Background: an optimization exercise with open tools, aiming at small area, a short achievable clock period and few clock cycles per item. Do not read the settings as production practice.
Function was checked by simulation only, so behaviour that the tests miss may differ from the original.

Setup of tundra:
==> flow/design.v <==
module mu_calc
#(
	parameter W = 163,
	parameter D = 20
)(
	input wire [W-1:0] g,
	output wire [D:0] mu
);
localparam N = D + 1;            
localparam integer STEPS = (N > 1 ? 1 : 0) + (N > 2 ? 1 : 0) + (N > 4 ? 1 : 0) + (N > 8 ? 1 : 0) + (N > 16 ? 1 : 0) + (N > 32 ? 1 : 0) + (N > 64 ? 1 : 0) + (N > 128 ? 1 : 0);
wire [N-1:0] fx;                 
assign fx[0] = 1'b1;
genvar i, k, st;
generate
	for (i = 1; i < N; i = i + 1) begin : fc
		assign fx[i] = g[W-i];
	end
	for (st = 0; st <= STEPS; st = st + 1) begin : nw
		wire [N-1:0] s;
		if (st == 0) begin : init
			assign s = {{(N-1){1'b0}}, 1'b1};
		end else begin : step
			for (k = 0; k < N; k = k + 1) begin : sk
				if (k < (1 << st)) begin : ex
					wire [k/2:0] terms;
					for (i = 0; i <= k / 2; i = i + 1) begin : ti
						if (i == 0)
							assign terms[i] = fx[k];
						else
							assign terms[i] = nw[st-1].s[i] & fx[k-2*i];
					end
					assign s[k] = ^terms;
				end else begin : nx
					assign s[k] = 1'b0;
				end
			end
		end
	end
	for (k = 0; k <= D; k = k + 1) begin : mb
		assign mu[D-k] = nw[STEPS].s[k];
	end
endgenerate
endmodule
module barrett_step
#(
	parameter W = 163,
	parameter D = 20
)(
	input wire [W-1:0] t,
	input wire [W-1:0] a,
	input wire [W-1:0] g,
	input wire [D-1:0] bd,
	input wire [D-1:0] pre_h,
	input wire [D:0] mu,
	output wire [W-1:0] v
);
wire [D-1:0] uh = t[W-1 -: D] ^ pre_h;
wire [D-1:0] q;
genvar i, k, j;
generate
	for (i = 0; i < D; i = i + 1) begin : qbit
		wire [D-1-i:0] terms;
		for (k = i; k < D; k = k + 1) begin : tk
			assign terms[k-i] = uh[k] & mu[D+i-k];
		end
		assign q[i] = ^terms;
	end
	localparam NB = (W + D - 1) / D;
	wire [NB*D-1:0] a_pad = {{(NB*D-W){1'b0}}, a};
	wire [(NB+1)*D-1:0] ab_part [0:NB-1];
	for (k = 0; k < NB; k = k + 1) begin : blk
		wire [2*D-2:0] p;
		kmul #(.N(D)) km (.x(a_pad[k*D +: D]), .y(bd), .p(p));
		if (k == 0) begin : first
			assign ab_part[k] = {{(NB*D-2*D+D+1){1'b0}}, p};
		end else begin : next
			assign ab_part[k] = ab_part[k-1] ^ ({{((NB+1)*D-2*D+1){1'b0}}, p} << (k*D));
		end
	end
	wire [(NB+1)*D-1:0] ab = ab_part[NB-1];
	localparam HD = D / 2;                  
	localparam HW = (W + 1) / 2;            
	wire [HD-1:0] q0, q1, qs;
	wire [HW-1:0] g0, g1, gs;
	for (k = 0; k < HD; k = k + 1) begin : qh
		assign q0[k] = q[2*k];
		assign q1[k] = q[2*k+1];
		assign qs[k] = q[2*k] ^ q[2*k+1];
	end
	for (k = 0; k < HW; k = k + 1) begin : gh
		assign g0[k] = g[2*k];
		if (2 * k + 1 < W) begin : odd
			assign g1[k] = g[2*k+1];
		end else begin : none
			assign g1[k] = 1'b0;
		end
		assign gs[k] = g0[k] ^ g1[k];
	end
	wire [HW-1:0] pa, pb, pm;
	for (j = 0; j < HW; j = j + 1) begin : ffa
		localparam N = (j + 1 < HD) ? j + 1 : HD;
		wire [N-1:0] ta, tb, tm;
		for (k = 0; k < N; k = k + 1) begin : tk
			assign ta[k] = q0[k] & g0[j-k];
			assign tb[k] = q1[k] & g1[j-k];
			assign tm[k] = qs[k] & gs[j-k];
		end
		assign pa[j] = ^ta;
		assign pb[j] = ^tb;
		assign pm[j] = ^tm;
	end
	for (j = 0; j < W; j = j + 1) begin : col
		wire early;
		if (j >= D)
			assign early = t[j-D] ^ ab[j];
		else
			assign early = ab[j];
		if (j % 2 == 0) begin : ev
			if (j == 0)
				assign v[j] = early ^ pa[0];
			else
				assign v[j] = (early ^ pb[j/2-1]) ^ pa[j/2];
		end else begin : od
			assign v[j] = (early ^ pa[j/2] ^ pb[j/2]) ^ pm[j/2];
		end
	end
endgenerate
endmodule
module digit_high
#(
	parameter W = 163,
	parameter D = 20
)(
	input wire [W-1:0] a,
	input wire [D-1:0] bd,
	output wire [D-1:0] h
);
genvar i, k;
generate
	for (i = 0; i < D; i = i + 1) begin : hb
		if (i == D - 1) begin : top
			assign h[i] = 1'b0;
		end else begin : mid
			wire [D-2-i:0] terms;
			for (k = i + 1; k < D; k = k + 1) begin : tk
				assign terms[k-i-1] = bd[k] & a[W+i-k];
			end
			assign h[i] = ^terms;
		end
	end
endgenerate
endmodule
module kmul
#(
	parameter N = 20
)(
	input wire [N-1:0] x,
	input wire [N-1:0] y,
	output wire [2*N-2:0] p
);
genvar i, k;
generate
	if (N <= 5 || N % 2) begin : school
		for (k = 0; k < 2 * N - 1; k = k + 1) begin : pk
			localparam LO = (k < N) ? 0 : k - N + 1;
			localparam HI = (k < N) ? k : N - 1;
			wire [HI-LO:0] terms;
			for (i = LO; i <= HI; i = i + 1) begin : ti
				assign terms[i-LO] = x[i] & y[k-i];
			end
			assign p[k] = ^terms;
		end
	end else begin : kara
		localparam H = N / 2;
		wire [2*H-2:0] pl, ph, pm;
		kmul #(.N(H)) ml (.x(x[H-1:0]), .y(y[H-1:0]), .p(pl));
		kmul #(.N(H)) mh (.x(x[N-1:H]), .y(y[N-1:H]), .p(ph));
		kmul #(.N(H)) mm (.x(x[H-1:0] ^ x[N-1:H]), .y(y[H-1:0] ^ y[N-1:H]), .p(pm));
		wire [2*H-2:0] mid = pm ^ pl ^ ph;
		assign p = {ph, 1'b0, pl} ^ ({{(2*N-1-(2*H-1)){1'b0}}, mid} << H);
	end
endgenerate
endmodule
module fpga_gf2m
#(
	parameter DIGITAL = 20,
	parameter DATA_WIDTH = 163
)(
	input clk,     
	input rst,   
	input wire start,
	input wire [DATA_WIDTH - 1 : 0] a,
	input wire [DATA_WIDTH - 1 : 0] g,
	input wire [191:0] b,
	output reg [DATA_WIDTH - 1 : 0] t_i_j,
	output reg done
);
localparam W = DATA_WIDTH;
localparam D = DIGITAL;
localparam K = (W - 1) / D + 1;              
localparam F = W - (K - 1) * D;              
localparam BW = K * D;                       
reg busy;
reg first;
reg [5:0] counter;
reg [W-1:0] reg_a;
reg [W-1:0] reg_g;
reg [BW-1:0] reg_b;
reg [D-1:0] pre_h;       
reg [D:0] mu;
wire accept = start & ~busy;
wire [D-1:0] cur_digit = reg_b[BW-1 -: D];
wire [D-1:0] nxt_digit = reg_b[BW-1-D -: D];
wire [D-1:0] first_digit = {{(D-F){1'b0}}, b[W-1 -: F]};
wire [W-1:0] next_t;
wire [D-1:0] nxt_pre_h;
wire [D-1:0] first_pre_h;
wire [D:0] mu_full;
wire [D:0] mu_first;
barrett_step #(.W(W), .D(D)) step (
	.t(t_i_j),
	.a(reg_a),
	.g(reg_g),
	.bd(cur_digit),
	.pre_h(pre_h),
	.mu(mu),
	.v(next_t)
);
digit_high #(.W(W), .D(D)) hi_next (
	.a(reg_a),
	.bd(nxt_digit),
	.h(nxt_pre_h)
);
digit_high #(.W(W), .D(D)) hi_first (
	.a(a),
	.bd(first_digit),
	.h(first_pre_h)
);
mu_calc #(.W(W), .D(D)) mu_now (
	.g(reg_g),
	.mu(mu_full)
);
mu_calc #(.W(W), .D(F)) mu_in (
	.g(g),
	.mu(mu_first[D:D-F])
);
assign mu_first[D-F-1:0] = {(D-F){1'b0}};
always @(posedge clk or negedge rst) begin : proc_ctrl
	if (~rst) begin
		busy <= 1'b0;
		first <= 1'b0;
		done <= 1'b0;
		counter <= 6'd0;
	end else if (accept) begin
		busy <= 1'b1;
		first <= 1'b1;
		done <= 1'b0;
		counter <= 6'd0;
	end else if (busy) begin
		first <= 1'b0;
		counter <= counter + 1'b1;
		if (counter == K - 1) begin
			busy <= 1'b0;
			done <= 1'b1;
		end
	end
end
always @(posedge clk) begin : proc_operands
	if (~busy) begin
		reg_a <= a;
		reg_g <= g;
		reg_b <= {{(BW-W){1'b0}}, b[W-1:0]};
		pre_h <= first_pre_h;
		mu <= mu_first;
	end else begin
		reg_b <= reg_b << D;
		pre_h <= nxt_pre_h;
		if (first)
			mu <= mu_full;
	end
end
always @(posedge clk) begin : proc_t_i_j
	if (accept)
		t_i_j <= {W{1'b0}};
	else if (busy)
		t_i_j <= next_t;
end
endmodule
clock: 14.5 ns
lec_check: 0
cap_margin: 20
core_margin: 2
core_utilization: 40
cts_buf_list: sky130_fd_sc_hd__clkbuf_8
slew_margin: 20
setup_slack_margin: 10.3
buffer_ports_args: -buffer_cell sky130_fd_sc_hd__buf_1
standard.sh (not shown) runs the stock make flow with config.mk's settings and CLKGATE_MAP_FILE= SYNTH_SCRIPT=/design/flow/synth_recipe.tcl, a recipe that flattens the netlist after the stock synthesis.
==> flow/flow/run.sh <==
#!/bin/bash
# Standard ORFS layout (the standard.sh), with repair_timing asked to
# aim for extra setup slack and smaller port buffers.
cat >> config.mk <<'EOC'
export SETUP_SLACK_MARGIN = 10.3
export BUFFER_PORTS_ARGS = -buffer_cell sky130_fd_sc_hd__buf_1
EOC
bash standard.sh > standard.log 2>&1
tundra went all the way through the flow, and no timing, DRC or antenna check failed.
Testbench counts of tundra, summed over its fixed seeds: cycles 7,680, items 768.
#### Input delta (pepper over tundra)
- removing CTS_BUF_LIST (formerly sky130_fd_sc_hd__clkbuf_8)
- changing SETUP_SLACK_MARGIN from 10.3 to 10.5
- changing BUFFER_PORTS_ARGS from -buffer_cell sky130_fd_sc_hd__buf_1 to -buffer_cell sky130_fd_sc_hd__buf_2
==> flow/flow/run.sh <==
#!/bin/bash
# Standard ORFS layout (the standard.sh), with repair_timing asked to
# aim for extra setup slack and smaller port buffers.
cat >> config.mk <<'EOC'
export SETUP_SLACK_MARGIN = 10.5
export BUFFER_PORTS_ARGS = -buffer_cell sky130_fd_sc_hd__buf_2
EOC
bash standard.sh > standard.log 2>&1
Notes after the runs:
- Cmp pepper vs tundra: part of the cycle the worst path needs lower in pepper
- Taking tundra as the reference, in pepper critical path arrival increased by 3.39 ns relative to the old numbers, clock skew grew by 0.0072 ns.

afterwards: timing with drivers on the ports:
The results above use ideal ports. As a check the final layouts listed here were re-extracted and re-timed, cells and wires unchanged.
Step 1 (the two cells are an assumption about what drives the block):
set clk [get_ports {clk}]
set_driving_cell -lib_cell sky130_fd_sc_hd__clkbuf_16 $clk
set_driving_cell -lib_cell sky130_fd_sc_hd__buf_2 [delete_from_list [all_inputs] $clk]
Step 2 times the ports against the registers' clock, not the clock port: input delays grow and output delays shrink by t, the midpoint of the rising clock arrivals with the driver on.
a / b / c = no drivers / after step 1 / after step 2; a / b = the first two.
run	shift t [ns]	setup WS [ns]	worst setup path at the end	worst slew at a driven data input, ns
tundra	1.071	10.039 / 9.950 / 9.403	input to register	0.10
pepper	0.866	10.209 / 10.150 / 9.738	input to register	0.11
After both steps every run listed still meets setup and hold. The setup slack of tundra, which loses most, moves by -0.089 ns with the drivers and by -0.636 ns with both steps.
